Context: an optimization exercise on an open-source flow, tuned for small area, a short achievable clock period and few clock cycles per item. The choices shown serve that exercise and are no tape-out recipe. Function was checked by simulation only, so behaviour that the tests miss may differ from the original.

==> module divider_top, before the edit <==
module divider_top (
  input  wire        clk,
  input  wire        rst,
  input  wire        start,
  input  wire [31:0] dividend,
  input  wire [31:0] divisor,
  output wire        ready,
  output reg         done,
  output reg  [31:0] quotient
);
  localparam S  = 8;
  localparam K  = (32 + S - 1) / S;           
  localparam CW = (K > 16) ? 5 : (K > 8) ? 4 : (K > 4) ? 3 : (K > 2) ? 2 : 1;
  reg  [31:0]   rem_r;     
  reg  [31:0]   d_r;       
  reg  [CW-1:0] cnt_r;     
  reg           first_r;   
  reg           busy_r;
  reg           ready_r;
  reg [CW-1:0] zf;
  integer c;
  always @(*) begin
    zf = K - 1;
    for (c = K - 2; c >= 0; c = c - 1)
      if ((d_r >> (32 - S * (c + 1))) != 32'd0) zf = c;
  end
  wire [CW-1:0] z = first_r ? zf : {CW{1'b0}};
  reg [31:0] dn;
  always @(*) begin
    dn = 32'd0;
    for (c = 0; c < K; c = c + 1)
      if (z == c) dn = d_r << (S * c);
  end
  wire [31:0]  rem_n;
  wire [S-1:0] qb;
  divider #(.S(S), .G(4), .LOCAL(0)) u_div (.rem_in(rem_r), .d(dn), .rem_out(rem_n), .qbits(qb));
  wire [CW-1:0] cur  = first_r ? zf : cnt_r;
  wire          last = (cur == 0);
  wire          ld   = ~busy_r | last;       
  wire          accept = start & ready_r & ~rst;
  always @(posedge clk) begin
    if (ld) begin
      rem_r <= dividend;
      d_r   <= divisor;
    end else begin
      rem_r <= rem_n;
      d_r   <= dn >> S;
    end
    first_r <= ld;
    quotient <= (first_r ? 32'd0 : (quotient << S)) | qb;
  end
  always @(posedge clk) begin
    if (rst) begin
      busy_r  <= 1'b0;
      done    <= 1'b0;
      ready_r <= 1'b1;
    end else begin
      done <= busy_r & last;
      if (accept) begin
        busy_r  <= 1'b1;
        ready_r <= ((divisor >> (32 - S)) != 32'd0);   
      end else begin
        busy_r  <= busy_r & ~last;
        ready_r <= ~busy_r | last | (cur == 1);
      end
    end
    cnt_r <= cur - 1'b1;
  end
  assign ready = ready_r;
endmodule
export LEC_CHECK = 0
export ABC_AREA = 1
export CAP_MARGIN = 20
export CORE_MARGIN = 2
export CORE_UTILIZATION = 40
export SLEW_MARGIN = 20
create_clock -name core_clock -period 130.0 [get_ports {clk}]
run.sh (not shown) runs the stock make flow with config.mk's settings and CLKGATE_MAP_FILE= SYNTH_SCRIPT=/design/flow/synth_recipe.tcl, a recipe that flattens the netlist after the stock synthesis.
Testbench counts at the start, summed over its fixed seeds: cycles 7,980, items 3,200.
Next try:
--- a/flow/design.v
+++ b/flow/design.v
@@ -108,7 +108,7 @@
   end
   wire [31:0]  rem_n;
   wire [S-1:0] qb;
-  divider #(.S(S), .G(4), .LOCAL(0)) u_div (.rem_in(rem_r), .d(dn), .rem_out(rem_n), .qbits(qb));
+  divider #(.S(S), .G(8), .LOCAL(0)) u_div (.rem_in(rem_r), .d(dn), .rem_out(rem_n), .qbits(qb));
   wire [CW-1:0] cur  = first_r ? zf : cnt_r;
   wire          last = (cur == 0);
   wire          ld   = ~busy_r | last;       
Effect: The new run finished clean. Final area came out lower by 1.9%. Final cell count barely changes. Sequential cell count is unchanged. Worst setup slack gains 0.13 ns. Routed wire length goes down by about 7.5%. Via count went down by about 1.6%.
Testbench counts after the change, summed over its fixed seeds: cycles 7,980, items 3,200.


divider_top, a different RTL version from the one above (not shown whole).
For scale: roughly 100 I/O pins, about 15000 um2 of cells after synthesis.
==> module divider, before the edit <==
module divider #(parameter S = 8, parameter G = 4, parameter LOCAL = 0) (
  input  wire [31:0]  rem_in,
  input  wire [31:0]  d,
  output wire [31:0]  rem_out,
  output wire [S-1:0] qbits
);
  localparam NG = 32 / G;
  localparam LV = (NG > 16) ? 5 : (NG > 8) ? 4 : (NG > 4) ? 3 : (NG > 2) ? 2 : 1;
  wire [31:0] r [0:S];
  assign r[0] = rem_in;
  genvar t, i, j, lv;
  generate
    for (t = 0; t < S; t = t + 1) begin : step
      localparam SH = S - 1 - t;
      wire [31:0] y = d << SH;
      wire        ovf;
      if (SH > 0) begin : hi
        assign ovf = |d[31:32-SH];
      end else begin : nohi
        assign ovf = 1'b0;
      end
      wire [31:0] p = r[t] ~^ y;
      wire [31:0] g = r[t] & ~y;
      wire [NG:0] gc;
      wire [31:0] c;
      assign gc[0] = 1'b1;
      wire [NG-1:0] GGa, GPa;
      wire [NG-1:0] GL [0:LV];
      wire [NG-1:0] PL [0:LV];
      assign GL[0] = {GGa[NG-1:1], GGa[0] | GPa[0]};
      assign PL[0] = GPa;
      for (lv = 0; lv < LV; lv = lv + 1) begin : lvl
        for (i = 0; i < NG; i = i + 1) begin : nd
          if ((i >> lv) & 1) begin : cmb
            localparam integer SRC = ((i >> lv) << lv) - 1;
            assign GL[lv+1][i] = GL[lv][i] | PL[lv][i] & GL[lv][SRC];
            assign PL[lv+1][i] = PL[lv][i] & PL[lv][SRC];
          end else begin : pass
            assign GL[lv+1][i] = GL[lv][i];
            assign PL[lv+1][i] = PL[lv][i];
          end
        end
      end
      for (i = 0; i < NG; i = i + 1) begin : grp
        wire [G-1:0] pg, gg;
        assign pg[0] = p[G*i];
        assign gg[0] = g[G*i];
        for (j = 1; j < G; j = j + 1) begin : pre
          assign gg[j] = g[G*i+j] | p[G*i+j] & gg[j-1];
          assign pg[j] = p[G*i+j] & pg[j-1];
        end
        assign GGa[i] = gg[G-1];
        assign GPa[i] = pg[G-1];
        if (LOCAL == 2) begin : pfx
          assign gc[i+1] = GL[LV][i];
        end else begin : rip
          assign gc[i+1] = gg[G-1] | pg[G-1] & gc[i];
        end
        assign c[G*i] = gc[i];
        for (j = 1; j < G; j = j + 1) begin : lc
          if (LOCAL == 0) begin : la
            assign c[G*i+j] = gg[j-1] | pg[j-1] & gc[i];
          end else begin : rp
            assign c[G*i+j] = g[G*i+j-1] | p[G*i+j-1] & c[G*i+j-1];
          end
        end
      end
      wire [31:0] diff = p ^ c;
      wire        ge = gc[NG] & ~ovf;
      assign r[t+1] = ge ? diff : r[t];
      assign qbits[S-1-t] = ge;
    end
  endgenerate
  assign rem_out = r[S];
endmodule
==> module divider_top, before the edit <==
module divider_top (
  input  wire        clk,
  input  wire        rst,
  input  wire        start,
  input  wire [31:0] dividend,
  input  wire [31:0] divisor,
  output wire        ready,
  output reg         done,
  output reg  [31:0] quotient
);
  localparam S  = 7;
  localparam K  = (32 + S - 1) / S;           
  localparam CW = (K > 16) ? 5 : (K > 8) ? 4 : (K > 4) ? 3 : (K > 2) ? 2 : 1;
  reg  [31:0]   rem_r;     
  reg           first_r;   
  reg  [31:0]   d_r;       
  reg  [CW-1:0] cnt_r;     
  reg           busy_r;
  reg           ready_r;
  reg [CW-1:0] z;
  integer c;
  always @(*) begin
    z = K - 1;
    for (c = K - 2; c >= 0; c = c - 1)
      if ((divisor >> (32 - S * (c + 1))) != 32'd0) z = c;
  end
  reg [31:0] dnorm;
  always @(*) begin
    dnorm = 32'd0;
    for (c = 0; c < K; c = c + 1)
      if (z == c) dnorm = divisor << (S * c);
  end
  wire [31:0]  rem_n;
  wire [S-1:0] qb;
  divider #(.S(S), .G(4), .LOCAL(0)) u_div (.rem_in(rem_r), .d(d_r), .rem_out(rem_n), .qbits(qb));
  wire [31:0] q_n = (first_r ? 32'd0 : (quotient << S)) | qb;
  wire last   = (cnt_r == 0);
  wire accept = start & ready_r & ~rst;
  always @(posedge clk) begin
    if (ready_r) begin
      rem_r <= dividend;
      d_r   <= dnorm;
    end else begin
      rem_r <= rem_n;
      d_r   <= d_r >> S;
    end
    first_r  <= ready_r;
    quotient <= q_n;
  end
  always @(posedge clk) begin
    if (rst) begin
      busy_r  <= 1'b0;
      done    <= 1'b0;
      ready_r <= 1'b1;
      cnt_r   <= 0;
    end else begin
      done <= busy_r & last;
      if (accept) begin
        busy_r  <= 1'b1;
        cnt_r   <= z;
        ready_r <= (z == 0);
      end else begin
        busy_r  <= busy_r & ~last;
        cnt_r   <= cnt_r - 1'b1;
        ready_r <= ~busy_r | last | (cnt_r == 1);
      end
    end
  end
  assign ready = ready_r;
endmodule
clock: 130.0 ns
lec_check: 0
cap_margin: 20
core_margin: 2
core_utilization: 40
slew_margin: 20
Testbench counts at the start, summed over its fixed seeds: cycles 8,917, items 3,200.
Rerun with:
--- a/flow/design.v
+++ b/flow/design.v
@@ -6,8 +6,7 @@
 );
   localparam NG = 32 / G;
-  localparam LV = (NG > 16) ? 5 : (NG > 8) ? 4 : (NG > 4) ? 3 : (NG > 2) ? 2 : 1;
   wire [31:0] r [0:S];
   assign r[0] = rem_in;
-  genvar t, i, j, lv;
+  genvar t, i, j;
   generate
     for (t = 0; t < S; t = t + 1) begin : step
@@ -25,21 +24,4 @@
       wire [31:0] c;
       assign gc[0] = 1'b1;
-      wire [NG-1:0] GGa, GPa;
-      wire [NG-1:0] GL [0:LV];
-      wire [NG-1:0] PL [0:LV];
-      assign GL[0] = {GGa[NG-1:1], GGa[0] | GPa[0]};
-      assign PL[0] = GPa;
-      for (lv = 0; lv < LV; lv = lv + 1) begin : lvl
-        for (i = 0; i < NG; i = i + 1) begin : nd
-          if ((i >> lv) & 1) begin : cmb
-            localparam integer SRC = ((i >> lv) << lv) - 1;
-            assign GL[lv+1][i] = GL[lv][i] | PL[lv][i] & GL[lv][SRC];
-            assign PL[lv+1][i] = PL[lv][i] & PL[lv][SRC];
-          end else begin : pass
-            assign GL[lv+1][i] = GL[lv][i];
-            assign PL[lv+1][i] = PL[lv][i];
-          end
-        end
-      end
       for (i = 0; i < NG; i = i + 1) begin : grp
         wire [G-1:0] pg, gg;
@@ -50,11 +32,5 @@
           assign pg[j] = p[G*i+j] & pg[j-1];
         end
-        assign GGa[i] = gg[G-1];
-        assign GPa[i] = pg[G-1];
-        if (LOCAL == 2) begin : pfx
-          assign gc[i+1] = GL[LV][i];
-        end else begin : rip
-          assign gc[i+1] = gg[G-1] | pg[G-1] & gc[i];
-        end
+        assign gc[i+1] = gg[G-1] | pg[G-1] & gc[i];
         assign c[G*i] = gc[i];
         for (j = 1; j < G; j = j + 1) begin : lc
@@ -84,5 +60,5 @@
   output reg  [31:0] quotient
 );
-  localparam S  = 7;
+  localparam S  = 8;
   localparam K  = (32 + S - 1) / S;           
   localparam CW = (K > 16) ? 5 : (K > 8) ? 4 : (K > 4) ? 3 : (K > 2) ? 2 : 1;
@@ -100,10 +76,5 @@
       if ((divisor >> (32 - S * (c + 1))) != 32'd0) z = c;
   end
-  reg [31:0] dnorm;
-  always @(*) begin
-    dnorm = 32'd0;
-    for (c = 0; c < K; c = c + 1)
-      if (z == c) dnorm = divisor << (S * c);
-  end
+  wire [31:0] dnorm = divisor << (S * z);
   wire [31:0]  rem_n;
   wire [S-1:0] qb;
Result:
- maximum frequency falls by 0.69%
- setup slack gets worse by 200 ps
- synthesized cell count went up by 9.3%
- design area rose by 9.7%
- global-route usage grows by 0.50 points
- wire length goes up by about 13%
- hold slack degrades by 3.9 ps
- clock skew goes up by 8.4 ps
Testbench counts after the change, summed over its fixed seeds: cycles 7,980, items 3,200.

[port drivers added, routing unchanged]
In the flow no input, the clock included, has a driving cell. The finished layouts below were timed again as built, in two steps.
Step 1, drivers: a clkbuf_16 drives clk and a buf_2 each remaining input, both assumed.
Step 2 also shifts input and output timing later by t, the mid clock arrival at the registers, as if the neighbouring blocks saw the same clock.
a / b / c = no drivers / after step 1 / after step 2; a / b = the first two.
| run | t (ns) | setup WS [ns] | worst slew at a driven data input, ns | pins driven straight from the clock port |
|---|---|---|---|---|
| the first run of note 1 | 0.444 | 102.622 / 102.570 / 102.945 | 0.05 | 1 |
| the second run of note 1 | 0.427 | 102.750 / 102.700 / 102.968 | 0.06 | 1 |
| the first run of note 2 | 0.433 | 101.661 / 101.698 / 101.264 | 0.08 | 1 |
| the second run of note 2 | 0.442 | 101.463 / 101.463 / 101.463 | 0.05 | 1 |
After both steps every run listed still meets setup and hold. For the first run of note 2, which loses most, drivers alone change the setup slack by +0.037 ns; drivers and shift together by -0.397 ns.
